This design comes from an exercise in tuning for small area on the open sky130 flow, not from production work.
Function was checked by simulation only, so behaviour that the tests miss may differ from the original.
Power is estimated from default activity; no workload was simulated.

[design/flow/design.v]
`timescale 1ns / 1ps
module Scope_Overlay(
    input clk,
    input rst,
    input [11:0] VGA_HORZ_COORD,
    input [11:0] VGA_VERT_COORD,
    input [1:0] Color_Scheme,
    input Axis_On,
    input Grid_On,
    input Tick_On,
    input Wave_On,
    input Menu_Sw,
    input [23:0] Clock_Time,
    input [3:0] vol,
    input Scrolling_Sw,
    input scroll_step,
    input Condition_For_Cursor,
    input Condition_For_Cursor_Menu,
    input Condition_For_Cursor_Border,
    input Condition_For_Cursor_Text1,
    input Condition_For_Cursor_Text2,
    output [3:0] VGA_Red_Grid,
    output [3:0] VGA_Green_Grid,
    output [3:0] VGA_Blue_Grid
    );
    wire [11:0] X = VGA_HORZ_COORD;
    wire [11:0] Y = VGA_VERT_COORD;
    wire [10:0] b = Y[11:1];
    reg [10:0] R;
    always @(posedge clk)
        if (rst | (scroll_step & (R == 11'd0))) R <= 11'd1737;
        else if (scroll_step) R <= R - 11'd1;
    wire flag = (R >= 11'd1036);
    wire [3:0] region0;
    wire [2:0] r;
    reg [6:0] rowdec_t;
    always @*
        case (b[8:0])
            9'd7: rowdec_t = 7'd8;
            9'd8: rowdec_t = 7'd9;
            9'd9: rowdec_t = 7'd10;
            9'd10: rowdec_t = 7'd11;
            9'd11: rowdec_t = 7'd12;
            9'd12: rowdec_t = 7'd13;
            9'd13: rowdec_t = 7'd14;
            9'd36: rowdec_t = 7'd16;
            9'd37: rowdec_t = 7'd17;
            9'd38: rowdec_t = 7'd18;
            9'd39: rowdec_t = 7'd19;
            9'd40: rowdec_t = 7'd20;
            9'd41: rowdec_t = 7'd21;
            9'd42: rowdec_t = 7'd22;
            9'd324: rowdec_t = 7'd24;
            9'd325: rowdec_t = 7'd25;
            9'd326: rowdec_t = 7'd26;
            9'd327: rowdec_t = 7'd27;
            9'd328: rowdec_t = 7'd28;
            9'd329: rowdec_t = 7'd29;
            9'd330: rowdec_t = 7'd30;
            9'd348: rowdec_t = 7'd32;
            9'd349: rowdec_t = 7'd33;
            9'd350: rowdec_t = 7'd34;
            9'd351: rowdec_t = 7'd35;
            9'd352: rowdec_t = 7'd36;
            9'd353: rowdec_t = 7'd37;
            9'd354: rowdec_t = 7'd38;
            9'd360: rowdec_t = 7'd40;
            9'd361: rowdec_t = 7'd41;
            9'd362: rowdec_t = 7'd42;
            9'd363: rowdec_t = 7'd43;
            9'd364: rowdec_t = 7'd44;
            9'd365: rowdec_t = 7'd45;
            9'd366: rowdec_t = 7'd46;
            9'd372: rowdec_t = 7'd48;
            9'd373: rowdec_t = 7'd49;
            9'd374: rowdec_t = 7'd50;
            9'd375: rowdec_t = 7'd51;
            9'd376: rowdec_t = 7'd52;
            9'd377: rowdec_t = 7'd53;
            9'd378: rowdec_t = 7'd54;
            9'd384: rowdec_t = 7'd56;
            9'd385: rowdec_t = 7'd57;
            9'd386: rowdec_t = 7'd58;
            9'd387: rowdec_t = 7'd59;
            9'd388: rowdec_t = 7'd60;
            9'd389: rowdec_t = 7'd61;
            9'd390: rowdec_t = 7'd62;
            9'd396: rowdec_t = 7'd64;
            9'd397: rowdec_t = 7'd65;
            9'd398: rowdec_t = 7'd66;
            9'd399: rowdec_t = 7'd67;
            9'd400: rowdec_t = 7'd68;
            9'd401: rowdec_t = 7'd69;
            9'd402: rowdec_t = 7'd70;
            9'd484: rowdec_t = 7'd72;
            9'd485: rowdec_t = 7'd73;
            9'd486: rowdec_t = 7'd74;
            9'd487: rowdec_t = 7'd75;
            9'd488: rowdec_t = 7'd76;
            9'd489: rowdec_t = 7'd77;
            9'd490: rowdec_t = 7'd78;
            9'd496: rowdec_t = 7'd80;
            9'd497: rowdec_t = 7'd81;
            9'd498: rowdec_t = 7'd82;
            9'd499: rowdec_t = 7'd83;
            9'd500: rowdec_t = 7'd84;
            9'd501: rowdec_t = 7'd85;
            9'd502: rowdec_t = 7'd86;
            default: rowdec_t = 7'd0;
        endcase
    assign {region0, r} = rowdec_t;
    wire [3:0] region = (b[10:9] == 2'd0) ? region0 : 4'd0;
    wire ban = (region == 4'd1) | (region == 4'd2);
    wire xsel = (X >= 12'd1160);
    wire sw = (region == 4'd4) ? Axis_On : (region == 4'd5) ? Grid_On : (region == 4'd6) ? Tick_On : Wave_On;
    wire [11:0] Km;
    reg [11:0] Km_t;
    always @*
        case ({region, xsel})
            5'd0: Km_t = 12'd3049;
            5'd1: Km_t = 12'd3049;
            5'd2: Km_t = 12'd3049;
            5'd3: Km_t = 12'd3049;
            5'd4: Km_t = 12'd3049;
            5'd5: Km_t = 12'd3049;
            5'd6: Km_t = 12'd2979;
            5'd7: Km_t = 12'd2979;
            5'd8: Km_t = 12'd2984;
            5'd9: Km_t = 12'd2929;
            5'd10: Km_t = 12'd2984;
            5'd11: Km_t = 12'd2929;
            5'd12: Km_t = 12'd2984;
            5'd13: Km_t = 12'd2929;
            5'd14: Km_t = 12'd2984;
            5'd15: Km_t = 12'd2929;
            5'd16: Km_t = 12'd2984;
            5'd17: Km_t = 12'd2929;
            5'd18: Km_t = 12'd3049;
            5'd19: Km_t = 12'd3049;
            5'd20: Km_t = 12'd3049;
            5'd21: Km_t = 12'd3049;
            5'd22: Km_t = 12'd3049;
            5'd23: Km_t = 12'd3049;
            5'd24: Km_t = 12'd3049;
            5'd25: Km_t = 12'd3049;
            5'd26: Km_t = 12'd3049;
            5'd27: Km_t = 12'd3049;
            5'd28: Km_t = 12'd3049;
            5'd29: Km_t = 12'd3049;
            5'd30: Km_t = 12'd3049;
            5'd31: Km_t = 12'd3049;
            default: Km_t = 12'd0;
        endcase
    assign Km = Km_t;
    wire [11:0] Kb = (region == 4'd2) ? (flag ? 12'd2127 : 12'd389) : 12'd1091;
    wire [11:0] T = ban ? ({1'b1, ~R} + Kb) : Km;
    wire [11:0] P = {X[11:1], 1'b0} + T;
    wire pwin = (P[11:9] == 3'd0);
    wire [4:0] hi = P[8:4];
    wire [5:0] s = hi + P[3:0];
    wire [1:0] d = (s >= 6'd45) ? 2'd3 : (s >= 6'd30) ? 2'd2 : (s >= 6'd15) ? 2'd1 : 2'd0;
    wire [3:0] m = s - {d, 4'd0} + {4'd0, d};
    wire [5:0] k = hi + d;
    wire [9:0] ctab;    
    reg [9:0] ctab_t;
    always @*
        case ({region, xsel, sw, k})
            12'd256: ctab_t = 10'd512;
            12'd257: ctab_t = 10'd532;
            12'd258: ctab_t = 10'd515;
            12'd259: ctab_t = 10'd520;
            12'd260: ctab_t = 10'd526;
            12'd262: ctab_t = 10'd533;
            12'd263: ctab_t = 10'd520;
            12'd264: ctab_t = 10'd530;
            12'd265: ctab_t = 10'd532;
            12'd266: ctab_t = 10'd512;
            12'd267: ctab_t = 10'd523;
            12'd268: ctab_t = 10'd520;
            12'd269: ctab_t = 10'd537;
            12'd270: ctab_t = 10'd516;
            12'd271: ctab_t = 10'd529;
            12'd273: ctab_t = 10'd540;
            12'd274: ctab_t = 10'd538;
            12'd275: ctab_t = 10'd539;
            12'd276: ctab_t = 10'd547;
            12'd320: ctab_t = 10'd512;
            12'd321: ctab_t = 10'd532;
            12'd322: ctab_t = 10'd515;
            12'd323: ctab_t = 10'd520;
            12'd324: ctab_t = 10'd526;
            12'd326: ctab_t = 10'd533;
            12'd327: ctab_t = 10'd520;
            12'd328: ctab_t = 10'd530;
            12'd329: ctab_t = 10'd532;
            12'd330: ctab_t = 10'd512;
            12'd331: ctab_t = 10'd523;
            12'd332: ctab_t = 10'd520;
            12'd333: ctab_t = 10'd537;
            12'd334: ctab_t = 10'd516;
            12'd335: ctab_t = 10'd529;
            12'd337: ctab_t = 10'd540;
            12'd338: ctab_t = 10'd538;
            12'd339: ctab_t = 10'd539;
            12'd340: ctab_t = 10'd547;
            12'd384: ctab_t = 10'd512;
            12'd385: ctab_t = 10'd532;
            12'd386: ctab_t = 10'd515;
            12'd387: ctab_t = 10'd520;
            12'd388: ctab_t = 10'd526;
            12'd390: ctab_t = 10'd533;
            12'd391: ctab_t = 10'd520;
            12'd392: ctab_t = 10'd530;
            12'd393: ctab_t = 10'd532;
            12'd394: ctab_t = 10'd512;
            12'd395: ctab_t = 10'd523;
            12'd396: ctab_t = 10'd520;
            12'd397: ctab_t = 10'd537;
            12'd398: ctab_t = 10'd516;
            12'd399: ctab_t = 10'd529;
            12'd401: ctab_t = 10'd540;
            12'd402: ctab_t = 10'd538;
            12'd403: ctab_t = 10'd539;
            12'd404: ctab_t = 10'd547;
            12'd448: ctab_t = 10'd512;
            12'd449: ctab_t = 10'd532;
            12'd450: ctab_t = 10'd515;
            12'd451: ctab_t = 10'd520;
            12'd452: ctab_t = 10'd526;
            12'd454: ctab_t = 10'd533;
            12'd455: ctab_t = 10'd520;
            12'd456: ctab_t = 10'd530;
            12'd457: ctab_t = 10'd532;
            12'd458: ctab_t = 10'd512;
            12'd459: ctab_t = 10'd523;
            12'd460: ctab_t = 10'd520;
            12'd461: ctab_t = 10'd537;
            12'd462: ctab_t = 10'd516;
            12'd463: ctab_t = 10'd529;
            12'd465: ctab_t = 10'd540;
            12'd466: ctab_t = 10'd538;
            12'd467: ctab_t = 10'd539;
            12'd468: ctab_t = 10'd547;
            12'd512: ctab_t = 10'd512;
            12'd513: ctab_t = 10'd532;
            12'd514: ctab_t = 10'd515;
            12'd515: ctab_t = 10'd520;
            12'd516: ctab_t = 10'd526;
            12'd518: ctab_t = 10'd533;
            12'd519: ctab_t = 10'd526;
            12'd520: ctab_t = 10'd523;
            12'd521: ctab_t = 10'd532;
            12'd522: ctab_t = 10'd524;
            12'd523: ctab_t = 10'd516;
            12'd525: ctab_t = 10'd520;
            12'd526: ctab_t = 10'd530;
            12'd528: ctab_t = 10'd832;
            12'd529: ctab_t = 10'd896;
            12'd576: ctab_t = 10'd512;
            12'd577: ctab_t = 10'd532;
            12'd578: ctab_t = 10'd515;
            12'd579: ctab_t = 10'd520;
            12'd580: ctab_t = 10'd526;
            12'd582: ctab_t = 10'd533;
            12'd583: ctab_t = 10'd526;
            12'd584: ctab_t = 10'd523;
            12'd585: ctab_t = 10'd532;
            12'd586: ctab_t = 10'd524;
            12'd587: ctab_t = 10'd516;
            12'd589: ctab_t = 10'd520;
            12'd590: ctab_t = 10'd530;
            12'd592: ctab_t = 10'd832;
            12'd593: ctab_t = 10'd896;
            12'd640: ctab_t = 10'd512;
            12'd641: ctab_t = 10'd532;
            12'd642: ctab_t = 10'd515;
            12'd643: ctab_t = 10'd520;
            12'd644: ctab_t = 10'd526;
            12'd646: ctab_t = 10'd533;
            12'd647: ctab_t = 10'd526;
            12'd648: ctab_t = 10'd523;
            12'd649: ctab_t = 10'd532;
            12'd650: ctab_t = 10'd524;
            12'd651: ctab_t = 10'd516;
            12'd653: ctab_t = 10'd520;
            12'd654: ctab_t = 10'd530;
            12'd656: ctab_t = 10'd832;
            12'd657: ctab_t = 10'd896;
            12'd704: ctab_t = 10'd512;
            12'd705: ctab_t = 10'd532;
            12'd706: ctab_t = 10'd515;
            12'd707: ctab_t = 10'd520;
            12'd708: ctab_t = 10'd526;
            12'd710: ctab_t = 10'd533;
            12'd711: ctab_t = 10'd526;
            12'd712: ctab_t = 10'd523;
            12'd713: ctab_t = 10'd532;
            12'd714: ctab_t = 10'd524;
            12'd715: ctab_t = 10'd516;
            12'd717: ctab_t = 10'd520;
            12'd718: ctab_t = 10'd530;
            12'd720: ctab_t = 10'd832;
            12'd721: ctab_t = 10'd896;
            12'd1024: ctab_t = 10'd526;
            12'd1025: ctab_t = 10'd517;
            12'd1026: ctab_t = 10'd517;
            12'd1088: ctab_t = 10'd526;
            12'd1089: ctab_t = 10'd525;
            12'd1152: ctab_t = 10'd512;
            12'd1153: ctab_t = 10'd535;
            12'd1154: ctab_t = 10'd520;
            12'd1155: ctab_t = 10'd530;
            12'd1216: ctab_t = 10'd512;
            12'd1217: ctab_t = 10'd535;
            12'd1218: ctab_t = 10'd520;
            12'd1219: ctab_t = 10'd530;
            12'd1280: ctab_t = 10'd526;
            12'd1281: ctab_t = 10'd517;
            12'd1282: ctab_t = 10'd517;
            12'd1344: ctab_t = 10'd526;
            12'd1345: ctab_t = 10'd525;
            12'd1408: ctab_t = 10'd518;
            12'd1409: ctab_t = 10'd529;
            12'd1410: ctab_t = 10'd520;
            12'd1411: ctab_t = 10'd515;
            12'd1472: ctab_t = 10'd518;
            12'd1473: ctab_t = 10'd529;
            12'd1474: ctab_t = 10'd520;
            12'd1475: ctab_t = 10'd515;
            12'd1536: ctab_t = 10'd526;
            12'd1537: ctab_t = 10'd517;
            12'd1538: ctab_t = 10'd517;
            12'd1600: ctab_t = 10'd526;
            12'd1601: ctab_t = 10'd525;
            12'd1664: ctab_t = 10'd531;
            12'd1665: ctab_t = 10'd520;
            12'd1666: ctab_t = 10'd514;
            12'd1667: ctab_t = 10'd522;
            12'd1728: ctab_t = 10'd531;
            12'd1729: ctab_t = 10'd520;
            12'd1730: ctab_t = 10'd514;
            12'd1731: ctab_t = 10'd522;
            12'd1792: ctab_t = 10'd526;
            12'd1793: ctab_t = 10'd517;
            12'd1794: ctab_t = 10'd517;
            12'd1856: ctab_t = 10'd526;
            12'd1857: ctab_t = 10'd525;
            12'd1920: ctab_t = 10'd534;
            12'd1921: ctab_t = 10'd512;
            12'd1922: ctab_t = 10'd533;
            12'd1923: ctab_t = 10'd516;
            12'd1984: ctab_t = 10'd534;
            12'd1985: ctab_t = 10'd512;
            12'd1986: ctab_t = 10'd533;
            12'd1987: ctab_t = 10'd516;
            12'd2048: ctab_t = 10'd526;
            12'd2049: ctab_t = 10'd525;
            12'd2112: ctab_t = 10'd526;
            12'd2113: ctab_t = 10'd525;
            12'd2176: ctab_t = 10'd520;
            12'd2177: ctab_t = 10'd524;
            12'd2178: ctab_t = 10'd513;
            12'd2179: ctab_t = 10'd512;
            12'd2240: ctab_t = 10'd520;
            12'd2241: ctab_t = 10'd524;
            12'd2242: ctab_t = 10'd513;
            12'd2243: ctab_t = 10'd512;
            12'd2304: ctab_t = 10'd516;
            12'd2305: ctab_t = 10'd516;
            12'd2306: ctab_t = 10'd540;
            12'd2307: ctab_t = 10'd538;
            12'd2308: ctab_t = 10'd540;
            12'd2309: ctab_t = 10'd544;
            12'd2311: ctab_t = 10'd527;
            12'd2312: ctab_t = 10'd529;
            12'd2313: ctab_t = 10'd526;
            12'd2314: ctab_t = 10'd521;
            12'd2315: ctab_t = 10'd516;
            12'd2316: ctab_t = 10'd514;
            12'd2317: ctab_t = 10'd531;
            12'd2368: ctab_t = 10'd516;
            12'd2369: ctab_t = 10'd516;
            12'd2370: ctab_t = 10'd540;
            12'd2371: ctab_t = 10'd538;
            12'd2372: ctab_t = 10'd540;
            12'd2373: ctab_t = 10'd544;
            12'd2375: ctab_t = 10'd527;
            12'd2376: ctab_t = 10'd529;
            12'd2377: ctab_t = 10'd526;
            12'd2378: ctab_t = 10'd521;
            12'd2379: ctab_t = 10'd516;
            12'd2380: ctab_t = 10'd514;
            12'd2381: ctab_t = 10'd531;
            12'd2432: ctab_t = 10'd516;
            12'd2433: ctab_t = 10'd516;
            12'd2434: ctab_t = 10'd540;
            12'd2435: ctab_t = 10'd538;
            12'd2436: ctab_t = 10'd540;
            12'd2437: ctab_t = 10'd544;
            12'd2439: ctab_t = 10'd527;
            12'd2440: ctab_t = 10'd529;
            12'd2441: ctab_t = 10'd526;
            12'd2442: ctab_t = 10'd521;
            12'd2443: ctab_t = 10'd516;
            12'd2444: ctab_t = 10'd514;
            12'd2445: ctab_t = 10'd531;
            12'd2496: ctab_t = 10'd516;
            12'd2497: ctab_t = 10'd516;
            12'd2498: ctab_t = 10'd540;
            12'd2499: ctab_t = 10'd538;
            12'd2500: ctab_t = 10'd540;
            12'd2501: ctab_t = 10'd544;
            12'd2503: ctab_t = 10'd527;
            12'd2504: ctab_t = 10'd529;
            12'd2505: ctab_t = 10'd526;
            12'd2506: ctab_t = 10'd521;
            12'd2507: ctab_t = 10'd516;
            12'd2508: ctab_t = 10'd514;
            12'd2509: ctab_t = 10'd531;
            12'd2560: ctab_t = 10'd576;
            12'd2561: ctab_t = 10'd640;
            12'd2563: ctab_t = 10'd704;
            12'd2564: ctab_t = 10'd768;
            12'd2624: ctab_t = 10'd576;
            12'd2625: ctab_t = 10'd640;
            12'd2627: ctab_t = 10'd704;
            12'd2628: ctab_t = 10'd768;
            12'd2688: ctab_t = 10'd576;
            12'd2689: ctab_t = 10'd640;
            12'd2691: ctab_t = 10'd704;
            12'd2692: ctab_t = 10'd768;
            12'd2752: ctab_t = 10'd576;
            12'd2753: ctab_t = 10'd640;
            12'd2755: ctab_t = 10'd704;
            12'd2756: ctab_t = 10'd768;
            default: ctab_t = 10'd0;
        endcase
    assign ctab = ctab_t;
    wire [9:0] l0;      
    reg [9:0] l0_t;
    always @*
        case (P[6:0])
            7'd0: l0_t = 10'd524;
            7'd1: l0_t = 10'd524;
            7'd2: l0_t = 10'd588;
            7'd3: l0_t = 10'd588;
            7'd4: l0_t = 10'd652;
            7'd5: l0_t = 10'd652;
            7'd6: l0_t = 10'd716;
            7'd7: l0_t = 10'd716;
            7'd8: l0_t = 10'd780;
            7'd9: l0_t = 10'd780;
            7'd10: l0_t = 10'd844;
            7'd11: l0_t = 10'd844;
            7'd12: l0_t = 10'd908;
            7'd13: l0_t = 10'd908;
            7'd20: l0_t = 10'd516;
            7'd21: l0_t = 10'd516;
            7'd22: l0_t = 10'd580;
            7'd23: l0_t = 10'd580;
            7'd24: l0_t = 10'd644;
            7'd25: l0_t = 10'd644;
            7'd26: l0_t = 10'd708;
            7'd27: l0_t = 10'd708;
            7'd28: l0_t = 10'd772;
            7'd29: l0_t = 10'd772;
            7'd30: l0_t = 10'd836;
            7'd31: l0_t = 10'd836;
            7'd32: l0_t = 10'd900;
            7'd33: l0_t = 10'd900;
            7'd40: l0_t = 10'd525;
            7'd41: l0_t = 10'd525;
            7'd42: l0_t = 10'd589;
            7'd43: l0_t = 10'd589;
            7'd44: l0_t = 10'd653;
            7'd45: l0_t = 10'd653;
            7'd46: l0_t = 10'd717;
            7'd47: l0_t = 10'd717;
            7'd48: l0_t = 10'd781;
            7'd49: l0_t = 10'd781;
            7'd50: l0_t = 10'd845;
            7'd51: l0_t = 10'd845;
            7'd52: l0_t = 10'd909;
            7'd53: l0_t = 10'd909;
            7'd60: l0_t = 10'd532;
            7'd61: l0_t = 10'd532;
            7'd62: l0_t = 10'd596;
            7'd63: l0_t = 10'd596;
            7'd64: l0_t = 10'd660;
            7'd65: l0_t = 10'd660;
            7'd66: l0_t = 10'd724;
            7'd67: l0_t = 10'd724;
            7'd68: l0_t = 10'd788;
            7'd69: l0_t = 10'd788;
            7'd70: l0_t = 10'd852;
            7'd71: l0_t = 10'd852;
            7'd72: l0_t = 10'd916;
            7'd73: l0_t = 10'd916;
            default: l0_t = 10'd0;
        endcase
    assign l0 = l0_t;
    wire isl0 = (region == 4'd3);
    wire ten = (vol >= 4'd10);
    wire [3:0] unit = ten ? vol - 4'd10 : vol;
    wire [2:0] sp = ctab[8:6];
    wire [5:0] code = isl0 ? l0[5:0] :
                      (sp == 3'd1) ? Clock_Time[23:18] : (sp == 3'd2) ? Clock_Time[17:12] :
                      (sp == 3'd3) ? Clock_Time[11:6] : (sp == 3'd4) ? Clock_Time[5:0] :
                      (sp == 3'd5) ? {5'b01101, ten} : (sp == 3'd6) ? 6'd26 + unit : ctab[5:0];
    wire [2:0] c = isl0 ? l0[8:6] : m[3:1];
    wire tv = pwin & (isl0 ? (l0[9] & (P[8:7] == 2'd0)) : (ctab[9] & (m != 4'd14)));
    wire [7:0] frow;
    reg [7:0] frow_t;
    always @*
        case ({code, r})
            9'd0: frow_t = 8'd24;
            9'd1: frow_t = 8'd60;
            9'd2: frow_t = 8'd230;
            9'd3: frow_t = 8'd254;
            9'd4: frow_t = 8'd230;
            9'd5: frow_t = 8'd230;
            9'd6: frow_t = 8'd230;
            9'd7: frow_t = 8'd230;
            9'd8: frow_t = 8'd62;
            9'd9: frow_t = 8'd230;
            9'd10: frow_t = 8'd230;
            9'd11: frow_t = 8'd62;
            9'd12: frow_t = 8'd230;
            9'd13: frow_t = 8'd230;
            9'd14: frow_t = 8'd62;
            9'd15: frow_t = 8'd62;
            9'd16: frow_t = 8'd60;
            9'd17: frow_t = 8'd230;
            9'd18: frow_t = 8'd6;
            9'd19: frow_t = 8'd6;
            9'd20: frow_t = 8'd6;
            9'd21: frow_t = 8'd230;
            9'd22: frow_t = 8'd60;
            9'd23: frow_t = 8'd60;
            9'd24: frow_t = 8'd30;
            9'd25: frow_t = 8'd54;
            9'd26: frow_t = 8'd230;
            9'd27: frow_t = 8'd230;
            9'd28: frow_t = 8'd230;
            9'd29: frow_t = 8'd54;
            9'd30: frow_t = 8'd30;
            9'd31: frow_t = 8'd30;
            9'd32: frow_t = 8'd254;
            9'd33: frow_t = 8'd6;
            9'd34: frow_t = 8'd6;
            9'd35: frow_t = 8'd62;
            9'd36: frow_t = 8'd6;
            9'd37: frow_t = 8'd6;
            9'd38: frow_t = 8'd254;
            9'd39: frow_t = 8'd254;
            9'd40: frow_t = 8'd254;
            9'd41: frow_t = 8'd6;
            9'd42: frow_t = 8'd6;
            9'd43: frow_t = 8'd62;
            9'd44: frow_t = 8'd6;
            9'd45: frow_t = 8'd6;
            9'd46: frow_t = 8'd6;
            9'd47: frow_t = 8'd6;
            9'd48: frow_t = 8'd60;
            9'd49: frow_t = 8'd230;
            9'd50: frow_t = 8'd6;
            9'd51: frow_t = 8'd246;
            9'd52: frow_t = 8'd198;
            9'd53: frow_t = 8'd238;
            9'd54: frow_t = 8'd252;
            9'd55: frow_t = 8'd252;
            9'd56: frow_t = 8'd230;
            9'd57: frow_t = 8'd230;
            9'd58: frow_t = 8'd254;
            9'd59: frow_t = 8'd254;
            9'd60: frow_t = 8'd230;
            9'd61: frow_t = 8'd230;
            9'd62: frow_t = 8'd230;
            9'd63: frow_t = 8'd230;
            9'd64: frow_t = 8'd60;
            9'd65: frow_t = 8'd24;
            9'd66: frow_t = 8'd24;
            9'd67: frow_t = 8'd24;
            9'd68: frow_t = 8'd24;
            9'd69: frow_t = 8'd24;
            9'd70: frow_t = 8'd60;
            9'd71: frow_t = 8'd60;
            9'd72: frow_t = 8'd254;
            9'd73: frow_t = 8'd24;
            9'd74: frow_t = 8'd24;
            9'd75: frow_t = 8'd26;
            9'd76: frow_t = 8'd26;
            9'd77: frow_t = 8'd26;
            9'd78: frow_t = 8'd30;
            9'd79: frow_t = 8'd30;
            9'd80: frow_t = 8'd230;
            9'd81: frow_t = 8'd54;
            9'd82: frow_t = 8'd30;
            9'd83: frow_t = 8'd14;
            9'd84: frow_t = 8'd30;
            9'd85: frow_t = 8'd54;
            9'd86: frow_t = 8'd230;
            9'd87: frow_t = 8'd230;
            9'd88: frow_t = 8'd6;
            9'd89: frow_t = 8'd6;
            9'd90: frow_t = 8'd6;
            9'd91: frow_t = 8'd6;
            9'd92: frow_t = 8'd6;
            9'd93: frow_t = 8'd254;
            9'd94: frow_t = 8'd254;
            9'd95: frow_t = 8'd254;
            9'd96: frow_t = 8'd227;
            9'd97: frow_t = 8'd247;
            9'd98: frow_t = 8'd255;
            9'd99: frow_t = 8'd255;
            9'd100: frow_t = 8'd235;
            9'd101: frow_t = 8'd227;
            9'd102: frow_t = 8'd227;
            9'd103: frow_t = 8'd227;
            9'd104: frow_t = 8'd227;
            9'd105: frow_t = 8'd231;
            9'd106: frow_t = 8'd239;
            9'd107: frow_t = 8'd255;
            9'd108: frow_t = 8'd251;
            9'd109: frow_t = 8'd243;
            9'd110: frow_t = 8'd227;
            9'd111: frow_t = 8'd227;
            9'd112: frow_t = 8'd60;
            9'd113: frow_t = 8'd230;
            9'd114: frow_t = 8'd230;
            9'd115: frow_t = 8'd230;
            9'd116: frow_t = 8'd230;
            9'd117: frow_t = 8'd230;
            9'd118: frow_t = 8'd60;
            9'd119: frow_t = 8'd60;
            9'd120: frow_t = 8'd62;
            9'd121: frow_t = 8'd230;
            9'd122: frow_t = 8'd230;
            9'd123: frow_t = 8'd62;
            9'd124: frow_t = 8'd30;
            9'd125: frow_t = 8'd6;
            9'd126: frow_t = 8'd6;
            9'd127: frow_t = 8'd6;
            9'd128: frow_t = 8'd60;
            9'd129: frow_t = 8'd230;
            9'd130: frow_t = 8'd230;
            9'd131: frow_t = 8'd230;
            9'd132: frow_t = 8'd230;
            9'd133: frow_t = 8'd60;
            9'd134: frow_t = 8'd240;
            9'd135: frow_t = 8'd240;
            9'd136: frow_t = 8'd62;
            9'd137: frow_t = 8'd230;
            9'd138: frow_t = 8'd230;
            9'd139: frow_t = 8'd62;
            9'd140: frow_t = 8'd30;
            9'd141: frow_t = 8'd230;
            9'd142: frow_t = 8'd230;
            9'd143: frow_t = 8'd230;
            9'd144: frow_t = 8'd60;
            9'd145: frow_t = 8'd230;
            9'd146: frow_t = 8'd6;
            9'd147: frow_t = 8'd60;
            9'd148: frow_t = 8'd224;
            9'd149: frow_t = 8'd230;
            9'd150: frow_t = 8'd60;
            9'd151: frow_t = 8'd60;
            9'd152: frow_t = 8'd254;
            9'd153: frow_t = 8'd254;
            9'd154: frow_t = 8'd24;
            9'd155: frow_t = 8'd24;
            9'd156: frow_t = 8'd24;
            9'd157: frow_t = 8'd24;
            9'd158: frow_t = 8'd24;
            9'd159: frow_t = 8'd24;
            9'd160: frow_t = 8'd230;
            9'd161: frow_t = 8'd230;
            9'd162: frow_t = 8'd230;
            9'd163: frow_t = 8'd230;
            9'd164: frow_t = 8'd230;
            9'd165: frow_t = 8'd254;
            9'd166: frow_t = 8'd60;
            9'd167: frow_t = 8'd60;
            9'd168: frow_t = 8'd230;
            9'd169: frow_t = 8'd230;
            9'd170: frow_t = 8'd230;
            9'd171: frow_t = 8'd230;
            9'd172: frow_t = 8'd254;
            9'd173: frow_t = 8'd60;
            9'd174: frow_t = 8'd24;
            9'd175: frow_t = 8'd24;
            9'd176: frow_t = 8'd227;
            9'd177: frow_t = 8'd235;
            9'd178: frow_t = 8'd235;
            9'd179: frow_t = 8'd235;
            9'd180: frow_t = 8'd255;
            9'd181: frow_t = 8'd62;
            9'd182: frow_t = 8'd54;
            9'd183: frow_t = 8'd54;
            9'd184: frow_t = 8'd230;
            9'd185: frow_t = 8'd230;
            9'd186: frow_t = 8'd60;
            9'd187: frow_t = 8'd24;
            9'd188: frow_t = 8'd60;
            9'd189: frow_t = 8'd230;
            9'd190: frow_t = 8'd230;
            9'd191: frow_t = 8'd230;
            9'd192: frow_t = 8'd230;
            9'd193: frow_t = 8'd230;
            9'd194: frow_t = 8'd230;
            9'd195: frow_t = 8'd60;
            9'd196: frow_t = 8'd24;
            9'd197: frow_t = 8'd24;
            9'd198: frow_t = 8'd24;
            9'd199: frow_t = 8'd24;
            9'd200: frow_t = 8'd254;
            9'd201: frow_t = 8'd230;
            9'd202: frow_t = 8'd48;
            9'd203: frow_t = 8'd24;
            9'd204: frow_t = 8'd12;
            9'd205: frow_t = 8'd230;
            9'd206: frow_t = 8'd254;
            9'd207: frow_t = 8'd254;
            9'd208: frow_t = 8'd60;
            9'd209: frow_t = 8'd230;
            9'd210: frow_t = 8'd246;
            9'd211: frow_t = 8'd238;
            9'd212: frow_t = 8'd230;
            9'd213: frow_t = 8'd230;
            9'd214: frow_t = 8'd60;
            9'd215: frow_t = 8'd60;
            9'd216: frow_t = 8'd24;
            9'd217: frow_t = 8'd24;
            9'd218: frow_t = 8'd28;
            9'd219: frow_t = 8'd24;
            9'd220: frow_t = 8'd24;
            9'd221: frow_t = 8'd24;
            9'd222: frow_t = 8'd254;
            9'd223: frow_t = 8'd254;
            9'd224: frow_t = 8'd60;
            9'd225: frow_t = 8'd230;
            9'd226: frow_t = 8'd224;
            9'd227: frow_t = 8'd48;
            9'd228: frow_t = 8'd12;
            9'd229: frow_t = 8'd6;
            9'd230: frow_t = 8'd254;
            9'd231: frow_t = 8'd254;
            9'd232: frow_t = 8'd60;
            9'd233: frow_t = 8'd230;
            9'd234: frow_t = 8'd224;
            9'd235: frow_t = 8'd56;
            9'd236: frow_t = 8'd224;
            9'd237: frow_t = 8'd230;
            9'd238: frow_t = 8'd60;
            9'd239: frow_t = 8'd60;
            9'd240: frow_t = 8'd48;
            9'd241: frow_t = 8'd56;
            9'd242: frow_t = 8'd60;
            9'd243: frow_t = 8'd51;
            9'd244: frow_t = 8'd255;
            9'd245: frow_t = 8'd48;
            9'd246: frow_t = 8'd48;
            9'd247: frow_t = 8'd48;
            9'd248: frow_t = 8'd254;
            9'd249: frow_t = 8'd6;
            9'd250: frow_t = 8'd62;
            9'd251: frow_t = 8'd224;
            9'd252: frow_t = 8'd224;
            9'd253: frow_t = 8'd230;
            9'd254: frow_t = 8'd60;
            9'd255: frow_t = 8'd60;
            9'd256: frow_t = 8'd60;
            9'd257: frow_t = 8'd230;
            9'd258: frow_t = 8'd14;
            9'd259: frow_t = 8'd62;
            9'd260: frow_t = 8'd230;
            9'd261: frow_t = 8'd230;
            9'd262: frow_t = 8'd60;
            9'd263: frow_t = 8'd60;
            9'd264: frow_t = 8'd254;
            9'd265: frow_t = 8'd230;
            9'd266: frow_t = 8'd48;
            9'd267: frow_t = 8'd24;
            9'd268: frow_t = 8'd24;
            9'd269: frow_t = 8'd24;
            9'd270: frow_t = 8'd24;
            9'd271: frow_t = 8'd24;
            9'd272: frow_t = 8'd60;
            9'd273: frow_t = 8'd230;
            9'd274: frow_t = 8'd230;
            9'd275: frow_t = 8'd60;
            9'd276: frow_t = 8'd230;
            9'd277: frow_t = 8'd230;
            9'd278: frow_t = 8'd60;
            9'd279: frow_t = 8'd60;
            9'd280: frow_t = 8'd60;
            9'd281: frow_t = 8'd230;
            9'd282: frow_t = 8'd230;
            9'd283: frow_t = 8'd252;
            9'd284: frow_t = 8'd224;
            9'd285: frow_t = 8'd230;
            9'd286: frow_t = 8'd60;
            9'd287: frow_t = 8'd60;
            default: frow_t = 8'd0;
        endcase
    assign frow = frow_t;
    wire pix = frow[c] & tv;
    wire t_b1 = pix & (region == 4'd1) & Scrolling_Sw;
    wire t_b2 = pix & (region == 4'd2) & Scrolling_Sw;
    wire t_menu = pix & ~ban & Menu_Sw;
    wire x20 = (X[1:0] == 2'd0) & ((X[11:2] % 10'd5) == 10'd0);
    wire x80 = x20 & (X[3:2] == 2'd0);
    wire y16 = (Y[3:0] == 4'd0);
    wire y64 = y16 & (Y[5:4] == 2'd0);
    wire c_axis = ((X == 12'd640) | (Y == 12'd512)) & Axis_On;
    wire c_grid = (x80 | y64) & Grid_On;
    wire c_tick = (((Y > 12'd502) & (Y < 12'd522) & x20) | ((X > 12'd634) & (X < 12'd646) & y16) |
                   (y16 & x80) | (y64 & x20)) & Tick_On;
    wire inbox = (X >= 12'd1040) & (Y >= 12'd640) & Menu_Sw;
    wire c_bord = inbox & ((X <= 12'd1042) | (Y <= 12'd642));
    reg [11:0] col;
    always @(posedge clk)
        if (Condition_For_Cursor) col <= 12'hFFF;
        else if (Condition_For_Cursor_Border | c_bord)
            case (Color_Scheme) 0: col <= 12'hC00; 1: col <= 12'h00C; 2: col <= 12'h0C0; 3: col <= 12'hCC0; endcase
        else if (t_menu | Condition_For_Cursor_Text1 | Condition_For_Cursor_Text2)
            case (Color_Scheme) 0: col <= 12'h9F6; 1: col <= 12'hCFC; 2: col <= 12'hFC9; 3: col <= 12'hF39; endcase
        else if (inbox | Condition_For_Cursor_Menu)
            case (Color_Scheme) 0: col <= 12'h600; 1: col <= 12'h606; 2: col <= 12'h060; 3: col <= 12'h633; endcase
        else if (t_b1)
            case (Color_Scheme) 0: col <= 12'hC0C; 1: col <= 12'h99F; 2: col <= 12'h0CC; 3: col <= 12'hF90; endcase
        else if (t_b2)
            case (Color_Scheme) 0: col <= 12'h33F; 1: col <= 12'h3FC; 2: col <= 12'h0CF; 3: col <= 12'hFF3; endcase
        else if (c_axis)
            case (Color_Scheme) 0: col <= 12'h0F0; 1: col <= 12'hFF0; 2: col <= 12'hF00; 3: col <= 12'h00F; endcase
        else if (c_tick)
            case (Color_Scheme) 0: col <= 12'hFFC; 1: col <= 12'hFF9; 2: col <= 12'hCFF; 3: col <= 12'hF9F; endcase
        else if (c_grid)
            case (Color_Scheme) 0: col <= 12'h00F; 1: col <= 12'hF00; 2: col <= 12'hFF0; 3: col <= 12'h0F0; endcase
        else col <= 12'h000;
    assign VGA_Red_Grid = col[11:8];
    assign VGA_Green_Grid = col[7:4];
    assign VGA_Blue_Grid = col[3:0];
endmodule
[design/flow/flow/run.sh]
#!/bin/bash
# Own layout flow: the standard ORFS flow, with one change in synthesis:
# the ABC script maps for area after a deeper logic optimisation (&deepsyn),
# and Yosys's full/half-adder extraction is skipped so that ABC sees all logic.
# Registers, names, flattening and renaming are those of the standard synthesis.
set -euo pipefail
W=$(pwd)
mkdir -p "$W/own_scripts"
cp -r "$FLOW_HOME/scripts/." "$W/own_scripts/"
cp "$W/flow/abc_area.script" "$W/own_scripts/abc_area.script"
bash "$W/standard.sh" finish SCRIPTS_DIR="$W/own_scripts" ADDER_MAP_FILE= > "$W/orfs_make.log" 2>&1
[design/flow/flow/abc_area.script]
strash
&get -n
&deepsyn -T 120
&put
dch
map -a
topo
[design/flow/standard.sh]
#!/bin/bash
# synth_recipe.tcl (not shown) runs the flow's synth.tcl, then flattens the netlist and writes it again
# the make line also repeats each setting of config.mk as NAME=value (left out here)
make -C /OpenROAD-flow-scripts/flow DESIGN_CONFIG=/design/flow/config.mk WORK_HOME=/design/flow/orfs CLKGATE_MAP_FILE= SYNTH_SCRIPT=/design/flow/synth_recipe.tcl "${@:-finish}"
[design/flow/config.mk]
export PLATFORM = sky130hd
export DESIGN_NAME = Scope_Overlay
export DESIGN_NICKNAME = Scope_Overlay
export VERILOG_FILES = /design/flow/design.v
export SDC_FILE = /design/flow/constraint.sdc
export NUM_CORES = 4
export LEC_CHECK = 0
export ABC_AREA = 1
export CAP_MARGIN = 20
export CORE_MARGIN = 2
export CORE_UTILIZATION = 55
export SLEW_MARGIN = 20
[design/flow/constraint.sdc]
create_clock -name core_clock -period 12.0 [get_ports {clk}]
set_input_delay 2.4000 -clock core_clock [delete_from_list [all_inputs] [get_ports {clk}]]
set_output_delay 2.4000 -clock core_clock [all_outputs]
set_load 0.01 [all_outputs]
==> run summary <==
## synth_stat cells (3+ instances only)
library cell,n
nand2_1,194
a311oi_1,3
o221a_2,4
a221oi_1,4
nor3_1,41
a31oi_1,19
a2111oi_0,6
or2_2,10
a22oi_1,7
o31ai_1,5
o311ai_0,4
dfxtp_1,23
o32ai_1,3
clkinv_1,243
nand4_1,17
o22ai_1,11
xor2_1,11
nor2_1,300
a21oi_1,86
a32o_1,3
nand3_1,68
nor4_1,11
a211oi_1,11
o211ai_1,14
o2111ai_1,6
o21ai_0,90
## how the worst max path moves through the flow
stage / from / depth (start not counted) / to / slack (ps)
global placement: VGA_VERT_COORD[1] / 92 / col[8]$_SDFF_PP1_ / -1820
floorplan: VGA_VERT_COORD[1] / 94 / col[2]$_SDFF_PP1_ / -820
detailed placement: VGA_VERT_COORD[1] / 93 / col[8]$_SDFF_PP1_ / -2490
## stage by stage
stage / setup slack [ps] / hold WS [ps]
after detailed placement: -2490 / 490
after floorplan: -819 / 462
after global placement: -1820 / 483
## power by group through the flow
stage / sequential (W) / clock [W] / combinational (W)
3_3_place_gp: 0.0000841 / 0 / 0.000515
3_5_place_dp: 0.0000843 / 0 / 0.000530
2_1_floorplan: 0.0000856 / 0 / 0.000275
## cells by family after synthesis
group                  synth area share
AND/OR/NAND/NOR                   0.450
flip-flops                       0.0771
buffers and inverters             0.153
AO/OA/AOI/OAI                     0.303
XOR/XNOR                         0.0176
==> run summary <==
count of different cell masters after synthesis 45; Syn Nets 1287; number of top-level design ports 80; status aborted with a tool error; stage at which the run stopped 4_1_cts; initial standard-cell utilization of the core 0.558; vertical die dimension 108 µm; fraction of post-synthesis cell area in the top cell type by area 0.189; gate count after technology mapping 1219; number of synthesized flops with an enable pin 0; number of sinks on the clock net 23; fraction of the yosys area taken by sequential cells 0.0771; biggest area consumer among synthesized cells nor2_1; async set-reset flop share out of synthesis 0; top flip-flop cell by instance count after synthesis dfxtp_1; buffer cell driving the clock tree root clkbuf_8; number of placed instances, taps included 1739; netlist area before placement 0.00597 mm²; first logged error message [ERROR DPL-0038] Utilization greater than 100%, impossible to legalize; count of buffers added by post-CTS timing repair for setup 105; DPL Wire Length 25100 µm; hold-fix buffer count after cts 0; number of warnings issued by yosys 1; total of buffers placed on input and output ports 79; cells resized by post-CTS repair 143; post-synthesis sequential element count 23; syn avg cell area 4.90 µm²; instance area after placement 0.00968 mm²; weighted congestion at the end of routability-driven global placement 1.29; placement row count 38; number of CTS-inserted buffers 3; total number of H-tree levels 1; horizontal extent of the die 108 µm; CTS Buffer Depth 2; cells taking the most area after synthesis nor2_1 19%, clkinv_1 15%, nand2_1 12%
